Context: an optimization exercise on an open-source flow, tuned for small area and a short achievable clock period. The choices shown serve that exercise and are no tape-out recipe.
At most, simulation tests tie the RTL to the original design; equivalence was not proved.
No functional check of the RTL was part of runs 1 to 3.
In every run shown here, the design's own scripts or RTL, not TritonCTS, make the clock network.
The flow treats the clock pin as an ideal source. Dropping or thinning the clock tree relies on that and would not hold on a real chip.
No activity file was given, so power comes from the tool's default toggle rates.

--- design.v ---
module PacketArbiter #
 ( parameter WIDTH = 8,
   parameter DEPTH = 8,
   parameter DLOG2 = 3,
   parameter KLOG2 = 3)
 ( input   clk,
   input   reset,
   input  [WIDTH-1:0]  A_tdata,
   input   A_tvalid,
   input   A_tlast,
   output reg A_tready,
   input  [WIDTH-1:0]  B_tdata,
   input   B_tvalid,
   input   B_tlast,
   output reg B_tready,
   output reg [WIDTH-1:0]  K_tdata,
   output reg K_tvalid,
   output reg K_tlast,
   input   K_tready);
  function [2:0] inc3(input [2:0] v);
    inc3 = {v[2] ^ (v[1] & v[0]), v[1] ^ v[0], ~v[0]};
  endfunction
  function [7:0] jdec(input [3:0] j);
    jdec = { j[3] & ~j[2], j[2] & ~j[1], j[1] & ~j[0], j[3] &  j[0],
             j[2] & ~j[3], j[1] & ~j[2], j[0] & ~j[1], ~j[3] & ~j[0]};
  endfunction
  reg [WIDTH-1:0] A_mem [0:DEPTH-1];
  reg [WIDTH-1:0] B_mem [0:DEPTH-1];
  reg [WIDTH-1:0] K_mem [0:DEPTH-1];
  reg [2:0] wa, wb, lenA, lenB, kw;
  reg [3:0] ra, rb;              
  reg [DEPTH-1:0] kr;            
  reg grant;
  reg [2:0] lsel;    
  reg [WIDTH-1:0] cdata;
  reg [DEPTH-1:0] kwe;
  wire endA = (lenA != 0) && (lenA == kw);
  wire endB = (lenB != 0) && (lenB == kw);
  wire endc = grant ? endB : endA;
  wire [DEPTH-1:0] krn = {kr[DEPTH-1:1], 1'b0};
  wire klast = krn[lsel];
  wire [2:0] lenA_n = (A_tvalid && A_tlast) ? wa : lenA;
  wire [2:0] lenB_n = (B_tvalid && B_tlast) ? wb : lenB;
  wire grant_n = grant ^ endc;
  always @(posedge clk, posedge reset) begin
    if (reset) begin
      wa <= 0; wb <= 0; lenA <= 0; lenB <= 0;
      A_tready <= 1'b0; B_tready <= 1'b0;
    end else begin
      if (A_tvalid) begin
        A_tready <= ~A_tlast;
        wa <= A_tlast ? 3'd0 : inc3(wa);
        if (A_tlast) lenA <= wa;
      end
      if (B_tvalid) begin
        B_tready <= ~B_tlast;
        wb <= B_tlast ? 3'd0 : inc3(wb);
        if (B_tlast) lenB <= wb;
      end
    end
  end
  always @(posedge clk, posedge reset) begin
    if (reset) begin
      ra <= 0; rb <= 0; kw <= 0; grant <= 1'b0; lsel <= 0;
    end else begin
      lsel <= grant_n ? lenA_n : lenB_n;
      if (grant) rb <= {rb[2:0], ~rb[3]};
      else       ra <= {ra[2:0], ~ra[3]};
      kw <= endc ? 3'd0 : inc3(kw);
      grant <= grant_n;
    end
  end
  always @(posedge clk, posedge reset) begin
    if (reset) begin
      kr <= 1; K_tvalid <= 1'b0; K_tlast <= 1'b0;
    end else if (K_tready) begin
      K_tvalid <= 1'b1;
      K_tlast <= klast;
      kr <= klast ? {{(DEPTH-1){1'b0}}, 1'b1} : {kr[DEPTH-2:0], kr[DEPTH-1]};
    end
  end
  wire [DEPTH-1:0] sa = jdec(ra);
  wire [DEPTH-1:0] sb = jdec(rb);
  reg [WIDTH-1:0] crd, krd;
  integer i;
  always @* begin
    crd = {WIDTH{1'b0}};
    krd = {WIDTH{1'b0}};
    for (i = 0; i < DEPTH; i = i + 1) begin
      crd = crd | ({WIDTH{~grant & sa[i]}} & A_mem[i])
                | ({WIDTH{ grant & sb[i]}} & B_mem[i]);
      krd = krd | ({WIDTH{kr[i]}} & K_mem[i]);
    end
  end
  wire kbyp = |(kwe & kr);
  always @(posedge clk) begin
    if (A_tvalid && !reset) A_mem[wa] <= A_tdata;
    if (B_tvalid && !reset) B_mem[wb] <= B_tdata;
    cdata <= crd;
    for (i = 0; i < DEPTH; i = i + 1) begin
      kwe[i] <= !reset && kw == i;
      if (kwe[i]) K_mem[i] <= cdata;
    end
    if (K_tready) K_tdata <= kbyp ? cdata : krd;
  end
endmodule
--- flow/run.sh ---
#!/bin/bash
# Standard ORFS layout, except that:
# - the clock tree is built by flow/cts_pre.tcl (hooked in through PRE_CTS_TCL)
#   instead of TritonCTS;
# - the port buffers are buf_2 cells (BUFFER_PORTS_ARGS);
# - setup repair only resizes gates and swaps pins (SETUP_MOVE_SEQUENCE).
# make's output goes to make.log here; ORFS's per-step logs stay under orfs/logs.
set -euo pipefail
here=$(pwd)
bash standard.sh "PRE_CTS_TCL=$here/flow/cts_pre.tcl" \
  "BUFFER_PORTS_ARGS=-buffer_cell sky130_fd_sc_hd__buf_2" \
  "SETUP_MOVE_SEQUENCE=unbuffer,sizeup,swap" \
  finish > make.log 2>&1
--- flow/cts_pre.tcl ---
# Sourced by ORFS's cts.tcl before clock_tree_synthesis (PRE_CTS_TCL): builds
# a two-level clock tree by hand (the clock port drives 4 mid buffers, which
# drive 10 leaf buffers, each leaf driving about 26 flip-flops), then turns
# the clock_tree_synthesis call that follows into a no-op.
source [file join [file dirname [info script]] mycts.tcl]
mycts_run 4 10 sky130_fd_sc_hd__clkbuf_16 sky130_fd_sc_hd__clkbuf_16
set_propagated_clock [all_clocks]
proc clock_tree_synthesis {args} {
  puts "clock_tree_synthesis skipped: manual clock tree in place"
}
--- flow/mycts.tcl ---
proc mycts_centre {items} {
  set sx 0; set sy 0
  foreach s $items { set sx [expr {$sx + [lindex $s 1]}]; set sy [expr {$sy + [lindex $s 2]}] }
  set n [llength $items]
  return [list [expr {int($sx / $n)}] [expr {int($sy / $n)}]]
}
proc mycts_split {items ngroups {axis 0}} {
  # cut items into ngroups groups of near-equal size, alternating the cut axis
  if {$ngroups <= 1} { return [list $items] }
  set n1 [expr {$ngroups / 2}]
  set n2 [expr {$ngroups - $n1}]
  set idx [expr {$axis ? 2 : 1}]
  set s [lsort -real -index $idx $items]
  set h [expr {int(round([llength $s] * double($n1) / $ngroups))}]
  set next [expr {1 - $axis}]
  return [concat [mycts_split [lrange $s 0 [expr {$h - 1}]] $n1 $next] \
                 [mycts_split [lrange $s $h end] $n2 $next]]
}
proc mycts_buf {name cell xy innet} {
  set block [ord::get_db_block]
  set m [[ord::get_db] findMaster $cell]
  set b [odb::dbInst_create $block $m $name]
  set w [$m getWidth]
  $b setLocation [expr {[lindex $xy 0] - $w / 2}] [lindex $xy 1]
  $b setPlacementStatus PLACED
  set net [odb::dbNet_create $block net_$name]
  $net setSigType CLOCK
  [$b findITerm A] connect $innet
  [$b findITerm X] connect $net
  return $net
}
proc mycts_run {nmid nleaf midcell leafcell} {
  set block [ord::get_db_block]
  set clknet [$block findNet clk]
  $clknet setSigType CLOCK
  set sinks {}
  foreach it [$clknet getITerms] {
    set bb [[$it getInst] getBBox]
    lappend sinks [list $it [expr {([$bb xMin] + [$bb xMax]) / 2.0}] [expr {([$bb yMin] + [$bb yMax]) / 2.0}]]
  }
  set leaves {}
  set i 0
  foreach g [mycts_split $sinks $nleaf] {
    set c [mycts_centre $g]
    lappend leaves [list $g [lindex $c 0] [lindex $c 1] $i]
    incr i
  }
  set j 0
  foreach mg [mycts_split $leaves $nmid] {
    set mnet [mycts_buf clkmid_$j $midcell [mycts_centre $mg] $clknet]
    foreach lf $mg {
      set lnet [mycts_buf clkleaf_[lindex $lf 3] $leafcell [lrange $lf 1 2] $mnet]
      foreach s [lindex $lf 0] {
        set it [lindex $s 0]
        $it disconnect
        $it connect $lnet
      }
    }
    incr j
  }
}
--- standard.sh ---
#!/bin/bash
# synth_recipe.tcl (not shown) runs the flow's synth.tcl, then flattens the netlist and writes it again
# the make line also repeats each setting of config.mk as NAME=value (left out here)
make -C /OpenROAD-flow-scripts/flow DESIGN_CONFIG=/design/flow/config.mk WORK_HOME=/design/flow/orfs CLKGATE_MAP_FILE= SYNTH_SCRIPT=/design/flow/synth_recipe.tcl "${@:-finish}"
--- config.mk ---
export PLATFORM = sky130hd
export DESIGN_NAME = PacketArbiter
export DESIGN_NICKNAME = PacketArbiter
export VERILOG_FILES = /design/flow/design.v
export SDC_FILE = /design/flow/constraint.sdc
export NUM_CORES = 4
export LEC_CHECK = 0
export CAP_MARGIN = 20
export CORE_MARGIN = 2
export CORE_UTILIZATION = 60
export SETUP_SLACK_MARGIN = 2.3
export SLEW_MARGIN = 20
--- constraint.sdc ---
create_clock -name core_clock -period 4.0 [get_ports {clk}]
set_input_delay 0.8000 -clock core_clock [delete_from_list [all_inputs] [get_ports {clk}]]
set_output_delay 0.8000 -clock core_clock [all_outputs]
set_load 0.01 [all_outputs]
==> load_flow_metrics.sql, run 1 <==
INSERT INTO impl_metrics (metric_group, metric, value, unit) VALUES
('final_layout', 'stdcell_area', '10850', 'sq um'),
('pwr', 'power_switching_share', '0.3329', ''),
('placement', 'placement.io_buffers', '34', ''),
('pwr', 'share_seq_of_total_power', '0.575', ''),
('pwr', 'power_density', '666.5', 'nW/um^2'),
('critical_path', 'crit_path_start_kind', 'register', ''),
('global_routing', 'first_pass_grt_wire_length', '32200', 'um'),
('critical_path', 'setup.worst_path.class', 'register to register', ''),
('detailed_routing', 'detail_route.wl_per_cell', '25.05', 'um'),
('timing', 'post-route-worst-setup-slack', '1935', 'ps'),
('global_routing', 'number_of_global_route_vias_before_repair', '5439', ''),
('logic_synthesis', 'syn_nets', '638', ''),
('detailed_routing', 'via_count', '5492', ''),
('final_layout', 'design.final.nets', '656', ''),
('timing', 'setup_violations', '0', ''),
('pwr', 'static_leakage_power', '3.626', 'nW'),
('placement', 'gp_congestion', '0.8983', ''),
('logic_synthesis', 'synth_ff_type', 'edfxtp_1', ''),
('critical_path', 'crit_fanout', '16', ''),
('clock_network', 'clkTransAtPathRegs', '100', 'ps'),
('detailed_routing', 'detailedRoute.firstPassIterationCount', '8', ''),
('detailed_routing', 'drt-total-wl', '21020', 'um'),
('clock_network', 'cts.repair_timing.setup_buffer_count', '0', ''),
('die', 'die_width', '130.4', 'um'),
('timing', 'timing_max_transition_violations_final', '0', ''),
('die', 'dieHeight', '130.4', 'um'),
('logic_synthesis', 'yosysTopAreaCell', 'edfxtp_1', ''),
('timing', 'slew_margin_rel', '0.4830', ''),
('logic_synthesis', 'synth.cell_area', '9582', 'sq um'),
('placement', 'dp_slack', '1351', 'ps'),
('logic_synthesis', 'synth_area_leaders', 'edfxtp_1 (63%), dfrtp_1 (9.9%), a22oi_1 (3.6%)', ''),
('critical_path', 'cp_data_arrival_time', '2230', 'ps'),
('die', 'floorplan.io_pins', '35', ''),
('timing', 'post-route-min-period', '2065', 'ps'),
('detailed_routing', 'via_density_per_instance', '6.546', ''),
('timing', 'finalClockSkew', '27.75', 'ps'),
('final_layout', 'post_layout_nonfiller_instances', '839', ''),
('logic_synthesis', 'yosys_register_bits', '255', ''),
('pwr', 'clkPwrFrac', '0.184', ''),
('timing', 'tns', '0', 'ps'),
('detailed_routing', 'detailedRoute.firstIterationViolations', '602', ''),
('die', 'initial_core_util', '0.6076', ''),
('logic_synthesis', 'synth-edff-count', '200', ''),
('timing', 'measured_slew_at_the_worst_slew_check_pin', '773.1', 'ps'),
('detailed_routing', 'detail-route-antenna-nets', '0', ''),
('pwr', 'combinationalPowerShare', '0.241', ''),
('pwr', 'peak_ir_drop_on_the_vdd_network', '0.0004771', 'V'),
('die', 'placement_row_count', '46', ''),
('logic_synthesis', 'synth_area_per_cell', '15.79', 'sq um'),
('clock_network', 'clkLatencyLatePin', '310', 'ps'),
('critical_path', 'worst_setup_path_end_kind', 'register', ''),
('timing', 'unrepaired_setup_endpoints_after_global_routing', 'true', ''),
('global_routing', 'grt_util_all_layers', '0.2531', ''),
('final_layout', 'fillCellCount', '1109', ''),
('placement', 'dpl.cell_count', '825', ''),
('pwr', 'p_int', '4.824', 'mW'),
('pwr', 'p_sw', '2.407', 'mW'),
('placement', 'placed_area', '10220', 'sq um'),
('final_layout', 'layout-area-overhead-vs-synth', '13.24', '%'),
('placement', 'dp_hpwl', '14100', 'um'),
('critical_path', 'timing.critical_path.required', '4160', 'ps'),
('min_path', 'hold_class', 'register to register', ''),
('timing', 'report.final.hold_viol_count', '0', ''),
('final_layout', 'drive_gt1_frac', '0.2360', ''),
('final_layout', 'antennaDiodeCount', '0', ''),
('global_routing', 'largest_net_degree_at_the_start_of_global_routing', '27', ''),
('logic_synthesis', 'netlist-cell-type-count', '49', ''),
('logic_synthesis', 'synth_sequential_area_ratio', '0.7622', ''),
('global_routing', 'antenna_found_initial', '0', ''),
('timing', 'fmaxAchievable', '484.2', 'MHz'),
('status', 'outcome', 'complete, no violations', ''),
('timing', 'final_min_period_over_clock_period', '0.5163', ''),
('die', 'fp.dieArea', '17000', 'sq um'),
('logic_synthesis', 'postSynth.asyncResetShare', '0.1529', ''),
('logic_synthesis', 'synth.yosys.warnings', '2', ''),
('die', 'core_region_area', '15770', 'sq um'),
('logic_synthesis', 'synth_top_area_frac', '0.6268', ''),
('detailed_routing', 'route.detailed.drc', '0', ''),
('flow_run', 'cap_viol_max_count', '0', ''),
('global_routing', 'grt_overflow_total', '0', ''),
('logic_synthesis', 'synthCells', '607', '');
==> cell families after synthesis <==
group / count (synthesis) / synth area share
buffers and inverters: 59 / 0.02442
adders and majority gates: 8 / 0.01045
xor gates and xnor gates: 5 / 0.004571
DFF: 255 / 0.7622
muxes: 13 / 0.01554
AOI/OAI and AO/OA: 176 / 0.1366
and+or+nand+nor: 91 / 0.04623
==> power by group through the flow <==
stage	Sequential, mW	Clock, mW	Combinational [mW]
floorplan	3.69	0	1.42
global placement	4.12	0	1.58
detailed placement	4.14	0	1.61
CTS	4.12	1.34	1.68
global route	4.23	1.43	1.92
finish	4.16	1.33	1.74
==> layout make-up <==
cell class              instances  area (sq um)  share of cell area
inverters                      25         120.1             0.01107
well taps                     216         270.3             0.02491
flip-flops and latches        255          7345              0.6769
plain buffers                  14         350.3             0.03229
multi-input cells             293          2520              0.2322
repair buffers                 36         245.2             0.02260
==> placed cells by master, fill, tap and decap left out, types with 6 or more instances in the layout <==
master / count
edfxtp_1: 200
a22oi_1: 37
buf_2: 31
o21ai_0: 21
a22o_1: 20
nand2_1: 18
dfrtp_2: 17
dfrtp_1: 16
inv_1: 16
a221oi_1: 16
dfxtp_1: 15
nor2_1: 14
clkbuf_16: 14
a31oi_1: 12
a21oi_1: 10
a22oi_2: 9
a21o_1: 9
nor3_4: 8
ha_1: 8
mux2i_1: 7
a221oi_2: 7
nor4_4: 7
o22ai_1: 6
nand3_1: 6
==> synth_stat cells, drive strengths merged, types with 10 or more instances <==
library cell  count
dfxtp            16
clkbuf           29
nand2            26
edfxtp          200
a21oi            10
a221oi           23
a31oi            12
a22oi            46
nor3             10
o21ai            25
inv              22
nor2             17
dfrtp            38
a22o             20
==> per-stage QoR <==
stage	hold slack (ps)	utilization	total power, mW
global placement	450.5	0.6484	5.707
CTS	468.2	0.6818	7.143
global route	515.8	0.6880	7.574
finish	470.1	0.6880	7.232
floorplan	455.9	-	5.110
detailed placement	445.7	0.6484	5.754
==> what timing repair did <==
item / 4_1_cts / 5_1_grt
endpoints found under the hold margin: 0 / 0
hold buffers: 0 / 0
resized for setup: 59 / 22
endpoints found under the setup margin: 158 / 134
pin swaps: 17 / 13
==> flip-flops by register name (all words and copies together), names as in the netlist <==
| register | cells |
|---|---|
| A_mem | 64 |
| B_mem | 64 |
| K_mem | 64 |
| K_tdata | 8 |
| cdata | 8 |
| kr | 8 |
| kwe | 8 |
| ra | 4 |
| rb | 4 |
| kw | 3 |
| lenA | 3 |
| lenB | 3 |
| lsel | 3 |
| wa | 3 |
| wb | 3 |
| A_tready | 1 |
| B_tready | 1 |
| K_tlast | 1 |
| K_tvalid | 1 |
| grant | 1 |
==> routing by layer <==
layer / share of wire / GRT usage / up-vias
met3: 0.060 / 0.02687 / 33
met1: 0.44 / 0.3889 / 2802
met5: 0 / 0 / -
met2: 0.48 / 0.4090 / 217
met4: 0.019 / 0.04255 / 0
li1: - / - / 2440
==> critical path, cell delays in order (launching register included) <==
cell	delay, ps
dfrtp_2	560
a22oi_2	200
nand4_1	630
a31oi_1	380
a21o_1	140
==> final timing paths <==
kind	slack, ps	depth (start not counted)	endpoint	start
min in group asynchronous	570	2	wb[2]	reset
worst min-delay path	470	1	K_tvalid	K_tvalid
worst max-delay path	1930	4	K_tdata[6]	kr[3]
worst min register to register	470	1	K_tvalid	K_tvalid
worst max register to register	1930	4	K_tdata[6]	kr[3]
max in group asynchronous	2710	3	wa[1]	reset
==> run 2, diff against run 1 <==
--- a/config.mk
+++ b/config.mk
@@ -8,5 +8,5 @@
 export CAP_MARGIN = 20
 export CORE_MARGIN = 2
 export CORE_UTILIZATION = 60
-export SETUP_SLACK_MARGIN = 2.3
+export SETUP_SLACK_MARGIN = 2.4
 export SLEW_MARGIN = 20
==> run 2 against run 1 <==
  * Area after synthesis unchanged
  * Sequential cell count unchanged
  * Critical endpoint is now K_tdata[3]
  * Die area is the same
  * Still clean on timing, DRC and antenna
  * Sequential share of layout area fell by 0.60 points
  * Via count shrank 0.11%
==> load_flow_metrics.sql, run 2 <==
INSERT INTO impl_metrics (metric_group, metric, value, unit) VALUES
('critical_path', 'cp_data_arrival_time', '2290', 'ps'),
('logic_synthesis', 'synth_sequential_area_ratio', '0.7622', ''),
('die', 'core_region_area', '15770', 'sq um'),
('pwr', 'power_density', '674.8', 'nW/um^2'),
('logic_synthesis', 'postSynth.asyncResetShare', '0.1529', ''),
('final_layout', 'leading_registers_by_flop_count', 'A_mem: 64 flops, B_mem: 64 flops, K_mem: 64 flops', ''),
('final_layout', 'fillCellCount', '1101', ''),
('final_layout', 'layout-area-overhead-vs-synth', '14.33', '%'),
('min_path', 'hold_class', 'input pin to async pin', ''),
('detailed_routing', 'detailedRoute.firstIterationViolations', '552', ''),
('critical_path', 'r2r-start', 'kwe[2]', ''),
('final_layout', 'layout.cells.most_common_list', 'edfxtp_1 (200), a22oi_1 (38), buf_2 (31), a22o_1 (20), nand2_1 (18)', ''),
('placement', 'placed_area', '10230', 'sq um'),
('logic_synthesis', 'synth.cell_area', '9582', 'sq um'),
('logic_synthesis', 'netlist_top_cells_count', 'edfxtp_1 (200), a22oi_1 (46), dfrtp_1 (38)', ''),
('global_routing', 'largest_net_degree_at_the_start_of_global_routing', '39', ''),
('final_layout', 'antennaDiodeCount', '0', ''),
('clock_network', 'clkLatencyLatePin', '310', 'ps'),
('critical_path', 'worst_setup_path_end_kind', 'register', ''),
('timing', 'hold-worst-slack', '479.9', 'ps'),
('die', 'floorplan.io_pins', '35', ''),
('timing', 'post-route-min-period', '2115', 'ps'),
('final_layout', 'post_layout_nonfiller_instances', '840', ''),
('logic_synthesis', 'synth-edff-count', '200', ''),
('critical_path', 'r2r_slack', '1880', 'ps'),
('pwr', 'report.power.total', '7.392', 'mW'),
('placement', 'gp_congestion', '0.8496', ''),
('status', 'outcome', 'complete, no violations', ''),
('die', 'placement_row_count', '46', ''),
('logic_synthesis', 'yosysMostFrequentCell', 'edfxtp_1', ''),
('timing', 'unrepaired_setup_endpoints_after_global_routing', 'true', ''),
('timing', 'timing_max_transition_violations_final', '0', ''),
('critical_path', 'crit_path_start_kind', 'register', ''),
('detailed_routing', 'drt-total-wl', '21190', 'um'),
('pwr', 'static_leakage_power', '3.642', 'nW'),
('logic_synthesis', 'synth.yosys.warnings', '2', ''),
('detailed_routing', 'detailedRoute.firstPassIterationCount', '5', ''),
('detailed_routing', 'route.detailed.drc', '0', ''),
('global_routing', 'antenna_found_initial', '0', ''),
('detailed_routing', 'detail-route-antenna-nets', '0', ''),
('timing', 'slew_margin_rel', '0.5020', ''),
('critical_path', 'reg2reg_end', 'K_tdata[3]', ''),
('critical_path', 'timing.critical_path.required', '4180', 'ps'),
('critical_path', 'crit_fanout', '16', ''),
('logic_synthesis', 'yosysTopAreaCell', 'edfxtp_1', ''),
('global_routing', 'grt_util_all_layers', '0.2532', ''),
('placement', 'dp_slack', '1588', 'ps'),
('placement', 'dpl.cell_count', '826', ''),
('die', 'dieHeight', '130.4', 'um'),
('detailed_routing', 'via_count', '5486', ''),
('timing', 'fmaxAchievable', '472.7', 'MHz'),
('clock_network', 'clkTransAtPathRegs', '90', 'ps'),
('logic_synthesis', 'netlist-cell-type-count', '49', ''),
('die', 'initial_core_util', '0.6076', ''),
('flow_run', 'cap_viol_max_count', '0', ''),
('logic_synthesis', 'synth_top_area_frac', '0.6268', ''),
('detailed_routing', 'detail_route.wl_per_cell', '25.23', 'um'),
('critical_path', 'rr_worst_depth', '4', ''),
('logic_synthesis', 'synthCells', '607', ''),
('timing', 'report.final.hold_viol_count', '0', ''),
('logic_synthesis', 'yosys_register_bits', '255', ''),
('placement', 'placement.io_buffers', '34', ''),
('final_layout', 'layout.cells.most_common', 'edfxtp_1', ''),
('final_layout', 'stdcell_area', '10950', 'sq um'),
('timing', 'measured_slew_at_the_worst_slew_check_pin', '744.8', 'ps'),
('critical_path', 'setup.worst_path.class', 'register to register', ''),
('timing', 'setup_violations', '0', ''),
('pwr', 'peak_ir_drop_on_the_vdd_network', '0.0005701', 'V'),
('final_layout', 'postLayoutCoreUtil', '0.6946', ''),
('timing', 'post-route-worst-setup-slack', '1885', 'ps'),
('logic_synthesis', 'synth_ff_type', 'edfxtp_1', ''),
('die', 'fp.dieArea', '17000', 'sq um'),
('logic_synthesis', 'synth_area_per_cell', '15.79', 'sq um'),
('global_routing', 'grt_overflow_total', '0', ''),
('logic_synthesis', 'syn_nets', '638', ''),
('die', 'die_width', '130.4', 'um'),
('timing', 'tns', '0', 'ps'),
('clock_network', 'postCtsHoldBufs', '0', ''),
('global_routing', 'number_of_global_route_vias_before_repair', '5299', ''),
('timing', 'finalClockSkew', '24.95', 'ps'),
('detailed_routing', 'via_density_per_instance', '6.531', ''),
('final_layout', 'design.final.nets', '657', ''),
('timing', 'final_min_period_over_clock_period', '0.5288', ''),
('global_routing', 'first_pass_grt_wire_length', '32130', 'um'),
('final_layout', 'drive_gt1_frac', '0.2500', ''),
('placement', 'dp_hpwl', '13900', 'um'),
('logic_synthesis', 'synth_area_leaders', 'edfxtp_1 (63%), dfrtp_1 (9.9%), a22oi_1 (3.6%)', '');
[run 2: cells by family after synthesis]
kind of cell | synth area share
buf+inv | 0.02442
fa+ha+maj | 0.01045
mux | 0.01554
simple gates | 0.04623
compound gates | 0.1366
flops | 0.7622
xor+xnor | 0.004571
[run 2: how the worst max path moves through the flow]
stage | start | end | cells past startpoint
finish | kwe[2] | K_tdata[3] | 4
global route | kr[7] | K_tdata[3] | 4
CTS | kr[1] | K_tdata[3] | 4
detailed placement | reset | kwe[5] | 4
global placement | reset | kwe[5] | 4
floorplan | reset | B_mem[3][0] | 3
[run 2: power breakdown]
group          switching, mW  internal [mW]
clock network          0.714          0.631
logic                   1.05          0.851
registers              0.736           3.41
total                   2.50           4.89
[run 2: timing repair]
action                     in CTS  in global routing
resized for setup              78                 28
pin swaps                      28                 21
setup endpoints to repair     171                161
setup buffers                   0                  0
[run 2: worst max-delay path, cell delays in order, from the launching register on]
cell	delay [ps]
dfxtp_1	520
a22oi_2	290
nand4_1	620
a31oi_1	430
a21o_1	130
[run 2: final cells by class]
| type | count | area, sq um | area share |
|---|---|---|---|
| sequential | 255 | 7350 | 0.6709 |
| multi-input combinational | 293 | 2585 | 0.2360 |
| buffer | 14 | 350.3 | 0.03198 |
| timing repair buffer | 37 | 274.0 | 0.02501 |
| tap | 216 | 270.3 | 0.02467 |
| inverter | 25 | 125.1 | 0.01142 |
[run 2: routing by layer]
| metal | GRT usage | share of wire | vias up |
|---|---|---|---|
| met4 | 0.03692 | 0.014 | 0 |
| met5 | 0 | 0 | - |
| met3 | 0.02972 | 0.058 | 21 |
| li1 | - | - | 2442 |
| met1 | 0.3900 | 0.44 | 2814 |
| met2 | 0.4084 | 0.49 | 209 |
==> run 3, diff against run 2 <==
--- a/design.v
+++ b/design.v
@@ -20,16 +20,11 @@
   function [2:0] inc3(input [2:0] v);
     inc3 = {v[2] ^ (v[1] & v[0]), v[1] ^ v[0], ~v[0]};
   endfunction
-  function [7:0] jdec(input [3:0] j);
-    jdec = { j[3] & ~j[2], j[2] & ~j[1], j[1] & ~j[0], j[3] &  j[0],
-             j[2] & ~j[3], j[1] & ~j[2], j[0] & ~j[1], ~j[3] & ~j[0]};
-  endfunction
   reg [WIDTH-1:0] A_mem [0:DEPTH-1];
   reg [WIDTH-1:0] B_mem [0:DEPTH-1];
   reg [WIDTH-1:0] K_mem [0:DEPTH-1];
   reg [2:0] wa, wb, lenA, lenB, kw;
-  reg [3:0] ra, rb;              
-  reg [DEPTH-1:0] kr;            
+  reg [DEPTH-1:0] ra, rb, kr;    
   reg grant;
   reg [2:0] lsel;    
   reg [WIDTH-1:0] cdata;
@@ -61,11 +56,11 @@
   end
   always @(posedge clk, posedge reset) begin
     if (reset) begin
-      ra <= 0; rb <= 0; kw <= 0; grant <= 1'b0; lsel <= 0;
+      ra <= 1; rb <= 1; kw <= 0; grant <= 1'b0; lsel <= 0;
     end else begin
       lsel <= grant_n ? lenA_n : lenB_n;
-      if (grant) rb <= {rb[2:0], ~rb[3]};
-      else       ra <= {ra[2:0], ~ra[3]};
+      if (grant) rb <= {rb[DEPTH-2:0], rb[DEPTH-1]};
+      else       ra <= {ra[DEPTH-2:0], ra[DEPTH-1]};
       kw <= endc ? 3'd0 : inc3(kw);
       grant <= grant_n;
     end
@@ -79,16 +74,14 @@
       kr <= klast ? {{(DEPTH-1){1'b0}}, 1'b1} : {kr[DEPTH-2:0], kr[DEPTH-1]};
     end
   end
-  wire [DEPTH-1:0] sa = jdec(ra);
-  wire [DEPTH-1:0] sb = jdec(rb);
   reg [WIDTH-1:0] crd, krd;
   integer i;
   always @* begin
     crd = {WIDTH{1'b0}};
     krd = {WIDTH{1'b0}};
     for (i = 0; i < DEPTH; i = i + 1) begin
-      crd = crd | ({WIDTH{~grant & sa[i]}} & A_mem[i])
-                | ({WIDTH{ grant & sb[i]}} & B_mem[i]);
+      crd = crd | ({WIDTH{~grant & ra[i]}} & A_mem[i])
+                | ({WIDTH{ grant & rb[i]}} & B_mem[i]);
       krd = krd | ({WIDTH{kr[i]}} & K_mem[i]);
     end
   end
==> flow/run.sh (replaced) <==
#!/bin/bash
# Standard ORFS layout, except that:
# - the clock tree is built by flow/cts_pre.tcl (hooked in through PRE_CTS_TCL)
#   instead of TritonCTS;
# - the port buffers are buf_2 cells (BUFFER_PORTS_ARGS).
# make's output goes to make.log here; ORFS's per-step logs stay under orfs/logs.
set -euo pipefail
here=$(pwd)
bash standard.sh "PRE_CTS_TCL=$here/flow/cts_pre.tcl" \
  "BUFFER_PORTS_ARGS=-buffer_cell sky130_fd_sc_hd__buf_2" \
  finish > make.log 2>&1
--- a/config.mk
+++ b/config.mk
@@ -8,5 +8,5 @@
 export CAP_MARGIN = 20
 export CORE_MARGIN = 2
 export CORE_UTILIZATION = 60
-export SETUP_SLACK_MARGIN = 2.4
+export SETUP_SLACK_MARGIN = 2.3
 export SLEW_MARGIN = 20
==> run 3 against run 2 <==
  * Sequential power decreased by 8.2%
  * Combinational power decreased by 24%
  * Critical path depth unchanged
  * Largest power group unchanged
  * Cell area increased by 2.0%
  * Core utilization increased by 1.1 points
  * Area after synthesis increased by 1.4%
  * Sequential share of layout area increased by 0.35 points
  * Via count decreased by 2.2%
  * Fmax increased by 22%
  * Clock skew about the same
  * Setup slack improved by 390 ps
==> load_flow_metrics.sql, run 3 <==
INSERT INTO impl_metrics (metric_group, metric, value, unit) VALUES
('global_routing', 'grt_use_met3', '0.02392', ''),
('logic_synthesis', 'synth_ff_type', 'edfxtp_1', ''),
('min_path', 'hold_class', 'register to register', ''),
('timing', 'setup_violations', '0', ''),
('timing', 'unrepaired_setup_endpoints_after_global_routing', 'true', ''),
('final_layout', 'fillCellCount', '1024', ''),
('global_routing', 'grt_util_met2', '0.4289', ''),
('logic_synthesis', 'synthCells', '573', ''),
('detailed_routing', 'route.detailed.drc', '0', ''),
('final_layout', 'drive_gt1_frac', '0.2859', ''),
('final_layout', 'leading_registers_by_flop_count', 'A_mem: 64 flops, B_mem: 64 flops, K_mem: 64 flops', ''),
('critical_path', 'cp_data_arrival_time', '1930', 'ps'),
('final_layout', 'antennaDiodeCount', '0', ''),
('pwr', 'power_density', '592.1', 'nW/um^2'),
('min_path', 'timing.hold.worst_path_depth', '1', ''),
('timing', 'report.final.hold_viol_count', '0', ''),
('logic_synthesis', 'syn_nets', '604', ''),
('timing', 'final_min_period_over_clock_period', '0.4320', ''),
('pwr', 'share_seq_of_total_power', '0.575', ''),
('logic_synthesis', 'yosysTopAreaCell', 'edfxtp_1', ''),
('global_routing', 'number_of_global_route_vias_before_repair', '5492', ''),
('pwr', 'static_leakage_power', '3.941', 'nW'),
('logic_synthesis', 'netlist_top_cells_count', 'edfxtp_1 (200), a22oi_1 (52), dfrtp_1 (44)', ''),
('logic_synthesis', 'postSynth.asyncResetShare', '0.1787', ''),
('critical_path', 'crit_path_start_kind', 'register', ''),
('clock_network', 'postCtsHoldBufs', '0', ''),
('critical_path', 'worstPathCellList', 'xor2_1 > or4_4 > o2bb2ai_4 > mux2_4', ''),
('final_layout', 'multi_input_comb_area', '2272', 'sq um'),
('critical_path', 'slowest_delay', '560', 'ps'),
('pwr', 'clkPwrFrac', '0.207', ''),
('timing', 'hold-worst-slack', '478.1', 'ps'),
('flow_run', 'cap_viol_max_count', '0', ''),
('final_layout', 'stdcell_area', '11170', 'sq um'),
('placement', 'dp_hpwl', '13820', 'um'),
('critical_path', 'critPathTopFamily', 'simple AND/OR/NAND/NOR gates', ''),
('detailed_routing', 'detail_route.wl_per_cell', '24.94', 'um'),
('timing', 'fmaxAchievable', '578.7', 'MHz'),
('final_layout', 'design.final.nets', '666', ''),
('pwr', 'peak_ir_drop_on_the_vdd_network', '0.0004876', 'V'),
('critical_path', 'crit_path_top_delay_cell', 'or4_4', ''),
('critical_path', 'rr_worst_depth', '4', ''),
('placement', 'placed_area', '10270', 'sq um'),
('pwr', 'p_sw', '1.816', 'mW'),
('timing', 'timing_max_transition_violations_final', '0', ''),
('critical_path', 'worst_setup_path_end_kind', 'register', ''),
('logic_synthesis', 'synth-edff-count', '200', ''),
('pwr', 'combinationalPowerShare', '0.218', ''),
('logic_synthesis', 'synth.yosys.warnings', '2', ''),
('critical_path', 'timing.critical_path.required', '4200', 'ps'),
('critical_path', 'reg2reg_end', 'lsel[1]', ''),
('logic_synthesis', 'synth_area_leaders', 'edfxtp_1 (62%), dfrtp_1 (11%), a22oi_1 (4.0%)', ''),
('timing', 'slew_margin_rel', '0.4531', ''),
('min_path', 'hold_crit_endpoint', 'K_tvalid', ''),
('global_routing', 'grt_busiest_layer', 'met2', ''),
('final_layout', 'area.sequential', '7533', 'sq um'),
('timing', 'measured_slew_at_the_worst_slew_check_pin', '815.9', 'ps'),
('detailed_routing', 'detailedRoute.firstIterationViolations', '563', ''),
('clock_network', 'clkLatencyLatePin', '310', 'ps'),
('global_routing', 'antenna_found_initial', '0', ''),
('logic_synthesis', 'synth_sequential_area_ratio', '0.7727', ''),
('global_routing', 'grt_overflow_total', '0', ''),
('detailed_routing', 'detailedRoute.firstPassIterationCount', '5', ''),
('critical_path', 'r2r_slack', '2270', 'ps'),
('logic_synthesis', 'synth.cell_area', '9714', 'sq um'),
('logic_synthesis', 'netlist-cell-type-count', '43', ''),
('min_path', 'min_from', 'K_tvalid', ''),
('final_layout', 'layout-area-overhead-vs-synth', '14.98', '%'),
('detailed_routing', 'detail-route-antenna-nets', '0', ''),
('logic_synthesis', 'yosys_register_bits', '263', ''),
('global_routing', 'first_pass_grt_wire_length', '32930', 'um'),
('global_routing', 'largest_net_degree_at_the_start_of_global_routing', '36', ''),
('die', 'placement_row_count', '46', ''),
('die', 'die_width', '131.2', 'um'),
('global_routing', 'grtUsageMet1', '0.3598', ''),
('timing', 'tns', '0', 'ps'),
('status', 'outcome', 'complete, no violations', ''),
('detailed_routing', 'drt-total-wl', '21180', 'um'),
('critical_path', 'r2r-start', 'kw[2]', ''),
('die', 'floorplan.io_pins', '35', ''),
('pwr', 'power_switching_share', '0.2746', ''),
('die', 'core_region_area', '15830', 'sq um'),
('detailed_routing', 'via_count', '5368', ''),
('die', 'initial_core_util', '0.6138', ''),
('pwr', 'p_int', '4.798', 'mW'),
('final_layout', 'layout.cells.most_common', 'edfxtp_1', ''),
('logic_synthesis', 'synth_top_area_frac', '0.6182', ''),
('timing', 'post-route-min-period', '1728', 'ps'),
('critical_path', 'cp_num_buf_inv', '0', ''),
('critical_path', 'setup.worst_path.class', 'register to register', ''),
('timing', 'finalClockSkew', '25.24', 'ps'),
('placement', 'placement.io_buffers', '34', ''),
('detailed_routing', 'via_density_per_instance', '6.323', ''),
('global_routing', 'grt_util_all_layers', '0.2508', ''),
('die', 'dieHeight', '131.2', 'um'),
('logic_synthesis', 'yosysMostFrequentCell', 'edfxtp_1', ''),
('logic_synthesis', 'synth_area_per_cell', '16.95', 'sq um'),
('critical_path', 'crit_fanout', '4', ''),
('clock_network', 'clkTransAtPathRegs', '90', 'ps'),
('final_layout', 'layout.cells.most_common_list', 'edfxtp_1 (200), a22oi_1 (52), buf_4 (35), dfrtp_1 (33), buf_2 (32)', ''),
('die', 'fp.dieArea', '17220', 'sq um'),
('placement', 'gp_congestion', '0.8875', '');
==> run 3: kinds of logic (layout without fill, tap and decap cells) <==
group / Yosys count / in the layout / share of synthesized area
AND/OR/NAND/NOR: 72 / 72 / 0.03735
multiplexers: 30 / 30 / 0.03658
AO/OA/AOI/OAI: 146 / 146 / 0.1188
XOR/XNOR: 5 / 5 / 0.004508
adder cells (fa/ha/maj): 8 / 8 / 0.01030
buffers and inverters: 49 / 109 / 0.01983
flip-flops: 263 / 263 / 0.7727
==> run 3: layer usage <==
metal | vias to the layer above | wire length (um)
li1 | 2394 | -
met1 | 2753 | 8868
met2 | 188 | 10720
met3 | 33 | 1137
met4 | 0 | 454
met5 | - | 0
==> run 3: timing repair <==
action | CTS | global route
pin swaps | 12 | 3
endpoints found under the setup margin | 150 | 51
cloned | 1 | 0
buffers inserted | 35 | 9
resized for setup | 14 | 17
==> run 3: stage by stage <==
| step | utilization | power, mW | setup WS (ps) | cells |
|---|---|---|---|---|
| after floorplan | - | 4.568 | 1684 | 573 |
| after global placement | 0.6486 | 4.939 | 1271 | 790 |
| after detailed placement | 0.6486 | 4.986 | 1195 | 790 |
| after CTS | 0.6970 | 6.571 | 2267 | 840 |
| after global routing | 0.7057 | 6.913 | 2227 | 849 |
| final | 0.7057 | 6.614 | 2272 | 849 |
==> run 3: power groups by stage <==
stage / Combinational (mW) / Sequential (mW) / Clock [mW]
after floorplan: 0.849 / 3.72 / 0
after global placement: 0.963 / 3.98 / 0
final: 1.44 / 3.80 / 1.37
after CTS: 1.40 / 3.80 / 1.38
after detailed placement: 0.990 / 4.00 / 0
after global routing: 1.59 / 3.86 / 1.47
==> run 3: cell type report <==
cell class	count	share of cell area
timing repair buffer	80	0.06105
sequential	263	0.6745
inverter	14	0.005041
multi-input combinational	261	0.2034
tap	216	0.02420
buffer	14	0.03137
timing repair inverter	1	0.0004481
==> run 3: how the worst max path moves through the flow <==
stage                       start          end  slack [ps]  cells past startpoint
after floorplan             reset  A_mem[4][0]        1680                      3
after global placement      reset  A_mem[4][2]        1270                      4
after detailed placement    reset  A_mem[4][5]        1190                      4
after CTS                 lenA[2]      lsel[2]        2270                      4
after global routing        kw[2]      lsel[1]        2230                      4
final                       kw[2]      lsel[1]        2270                      4
==> run 4, diff against run 3 <==
--- a/design.v
+++ b/design.v
@@ -26,17 +26,13 @@
   reg [2:0] wa, wb, lenA, lenB, kw;
   reg [DEPTH-1:0] ra, rb, kr;    
   reg grant;
-  reg [2:0] lsel;    
   reg [WIDTH-1:0] cdata;
   reg [DEPTH-1:0] kwe;
   wire endA = (lenA != 0) && (lenA == kw);
   wire endB = (lenB != 0) && (lenB == kw);
   wire endc = grant ? endB : endA;
   wire [DEPTH-1:0] krn = {kr[DEPTH-1:1], 1'b0};
-  wire klast = krn[lsel];
-  wire [2:0] lenA_n = (A_tvalid && A_tlast) ? wa : lenA;
-  wire [2:0] lenB_n = (B_tvalid && B_tlast) ? wb : lenB;
-  wire grant_n = grant ^ endc;
+  wire klast = grant ? krn[lenA] : krn[lenB];
   always @(posedge clk, posedge reset) begin
     if (reset) begin
       wa <= 0; wb <= 0; lenA <= 0; lenB <= 0;
@@ -56,13 +52,12 @@
   end
   always @(posedge clk, posedge reset) begin
     if (reset) begin
-      ra <= 1; rb <= 1; kw <= 0; grant <= 1'b0; lsel <= 0;
+      ra <= 1; rb <= 1; kw <= 0; grant <= 1'b0;
     end else begin
-      lsel <= grant_n ? lenA_n : lenB_n;
       if (grant) rb <= {rb[DEPTH-2:0], rb[DEPTH-1]};
       else       ra <= {ra[DEPTH-2:0], ra[DEPTH-1]};
       kw <= endc ? 3'd0 : inc3(kw);
-      grant <= grant_n;
+      grant <= grant ^ endc;
     end
   end
   always @(posedge clk, posedge reset) begin
--- a/config.mk
+++ b/config.mk
@@ -5,6 +5,7 @@
 export SDC_FILE = /design/flow/constraint.sdc
 export NUM_CORES = 4
 export LEC_CHECK = 0
+export ABC_CLOCK_PERIOD_IN_PS = 1000
 export CAP_MARGIN = 20
 export CORE_MARGIN = 2
 export CORE_UTILIZATION = 60
==> run 4 against run 3 <==
  * Largest power group unchanged
  * Core utilization is 1.8 points lower
  * Sequential power increased by 2%
  * Sequential cell count shrank 3
  * Critical endpoint is now K_tlast
  * Synthesized cell count rose by 3.3%
  * Sequential share of layout area is 1.0 points higher
  * Cell area down 2.5%
  * Global-route usage fell by 1.2 points
==> load_flow_metrics.sql, run 4 <==
INSERT INTO impl_metrics (metric_group, metric, value, unit) VALUES
('pwr', 'power_switching_share', '0.2807', ''),
('pwr', 'combinationalPowerShare', '0.190', ''),
('die', 'placement_row_count', '46', ''),
('logic_synthesis', 'synth.yosys.warnings', '2', ''),
('logic_synthesis', 'netlist-cell-type-count', '49', ''),
('logic_synthesis', 'synth_area_leaders', 'edfxtp_1 (62%), dfrtp_1 (11%), a22oi_1 (4.0%)', ''),
('final_layout', 'design.final.nets', '660', ''),
('final_layout', 'postLayoutCoreUtil', '0.6879', ''),
('logic_synthesis', 'yosys_register_bits', '260', ''),
('placement', 'dp_hpwl', '13280', 'um'),
('detailed_routing', 'via_density_per_instance', '6.344', ''),
('clock_network', 'postCtsHoldBufs', '0', ''),
('pwr', 'power_density', '592.8', 'nW/um^2'),
('logic_synthesis', 'synth_area_per_cell', '16.40', 'sq um'),
('placement', 'placement.io_buffers', '34', ''),
('timing', 'measured_slew_at_the_worst_slew_check_pin', '554.0', 'ps'),
('timing', 'setup_violations', '0', ''),
('global_routing', 'number_of_global_route_vias_before_repair', '5486', ''),
('min_path', 'timing.hold.worst_path_depth', '1', ''),
('timing', 'hold-worst-slack', '477.6', 'ps'),
('detailed_routing', 'detail-route-antenna-nets', '0', ''),
('logic_synthesis', 'netlist_top_cells_count', 'edfxtp_1 (200), a22oi_1 (52), dfrtp_1 (41)', ''),
('logic_synthesis', 'synth.cell_area', '9711', 'sq um'),
('flow_run', 'cap_viol_max_count', '0', ''),
('timing', 'report.final.hold_viol_count', '0', ''),
('final_layout', 'drive_gt1_frac', '0.2408', ''),
('global_routing', 'antenna_found_initial', '1', ''),
('global_routing', 'grt_busiest_layer', 'met2', ''),
('critical_path', 'rr_worst_depth', '6', ''),
('pwr', 'report.power.total', '6.455', 'mW'),
('critical_path', 'worst_setup_path_end_kind', 'register', ''),
('final_layout', 'layout.cells.most_common', 'edfxtp_1', ''),
('timing', 'post-route-min-period', '1808', 'ps'),
('detailed_routing', 'detail_route.wl_per_cell', '24.00', 'um'),
('critical_path', 'crit_path_start_kind', 'register', ''),
('die', 'die_width', '131.2', 'um'),
('clock_network', 'clkTransAtPathRegs', '90', 'ps'),
('pwr', 'p_sw', '1.812', 'mW'),
('critical_path', 'cp_data_arrival_time', '2000', 'ps'),
('timing', 'fmaxAchievable', '553.0', 'MHz'),
('critical_path', 'crit_fanout', '4', ''),
('logic_synthesis', 'synthCells', '592', ''),
('die', 'core_region_area', '15830', 'sq um'),
('logic_synthesis', 'yosysMostFrequentCell', 'edfxtp_1', ''),
('timing', 'slew_margin_rel', '0.6307', ''),
('status', 'outcome', 'complete, no violations', ''),
('detailed_routing', 'route.detailed.drc', '0', ''),
('pwr', 'clkPwrFrac', '0.209', ''),
('critical_path', 'timing.critical_path.required', '4190', 'ps');
-- run 4: cell types whose count changed in the layout (fill, tap and decap cells not counted), sizes merged, moves of 3 or more --
cell   change
dfrtp      -3
nor3       -3
o22ai      +5
a21oi      +3
nor2       +5
a22o       -7
buf       -24
nand2      +8
-- run 4: cell type report --
type                    count  area [sq um]
flip-flops and latches    260          7455
fillers                  1087          4940
multi-input cells         282          2321
repair buffers             57         432.9
plain buffers              14         350.3
well taps                 216         270.3
inverters                  14         56.30
diodes                      1         2.502
-- run 4: routing by layer --
layer,vias to the layer above,part of all wire
met4,0,0.015
met1,2779,0.43
met2,140,0.51
li1,2414,-
met3,21,0.044
met5,-,0
-- run 4: logic make-up after synthesis --
family | synth area share
muxes | 0.03376
adders and majority gates | 0.01031
xor gates and xnor gates | 0.003608
buffers and inverters | 0.02087
DFF | 0.7652
and+or+nand+nor | 0.04342
AOI/OAI and AO/OA | 0.1228
-- run 4: timing repair --
item,in CTS,in global routing
buffers inserted,13,4
gates cloned,2,0
gates resized for setup,22,22
setup endpoints to repair,120,80
pin swaps,16,8
hold endpoints to repair,0,0
-- run 4: final timing paths --
path | start | to | slack [ps]
min in group asynchronous | reset | ra[2] | 720
worst max-delay path | grant | K_tlast | 2190
worst min-delay path | K_tvalid | K_tvalid | 480
max in group asynchronous | reset | rb[0] | 2830
worst min register to register | K_tvalid | K_tvalid | 480
worst max register to register | grant | K_tlast | 2190
-- run 4: per-stage QoR --
stage / worst slack [ps] / cells
final: 2192 / 844
after global routing: 2134 / 844
after CTS: 2220 / 839
after detailed placement: 1630 / 810
after floorplan: 1656 / 592
after global placement: 1684 / 810
-- run 4: critical path: stages (launching register included) --
cell       delay, ps
dfrtp_2          440
buf_12           130
mux2i_4          250
mux2i_2          300
o22ai_4          130
a2bb2oi_4        170
mux2_4           270
-- run 4: power groups by stage --
stage                     clock, mW  combinational [mW]  sequential, mW
after detailed placement          0               0.990            3.93
after global placement            0               0.951            3.90
after floorplan                   0               0.846            3.66
after CTS                      1.36                1.17            3.87
final                          1.35                1.23            3.88
after global routing           1.46                1.35            3.94

## separate check: timing with driven ports
How much do the figures lean on ideal ports? The routed layouts below were timed once more, with nothing changed but the port constraints.
Step 1, drivers: a clkbuf_16 drives clk and a buf_2 each remaining input, both assumed.
Step 2 adds t to the input delays and takes it off the output delays; t is the mean of the earliest and latest rising clock arrival at the registers after step 1. Input paths then give back, and output paths get back, about the clock's delay inside the block.
Three values: no drivers, after step 1, after step 2; two values: the first two.
run	shift t [ns]	setup slack, ns	hold slack, ns	slew at the worst register clock pin (ns)	worst data-port slew with drivers (ns)
run 1	0.386	1.935 / 1.935 / 1.655	0.470 / 0.470 / 0.470	0.10 / 0.10	0.08
run 2	0.386	1.885 / 1.885 / 1.885	0.480 / 0.437 / 0.480	0.10 / 0.10	0.09
run 3	0.384	2.272 / 2.272 / 2.002	0.478 / 0.478 / 0.478	0.10 / 0.10	0.09
run 4	0.381	2.192 / 2.192 / 2.004	0.478 / 0.478 / 0.478	0.10 / 0.10	0.05
After both steps setup and hold are still met in every run listed. For run 1, which loses most, drivers alone change the setup slack by 0.000 ns; drivers and shift together by -0.280 ns.
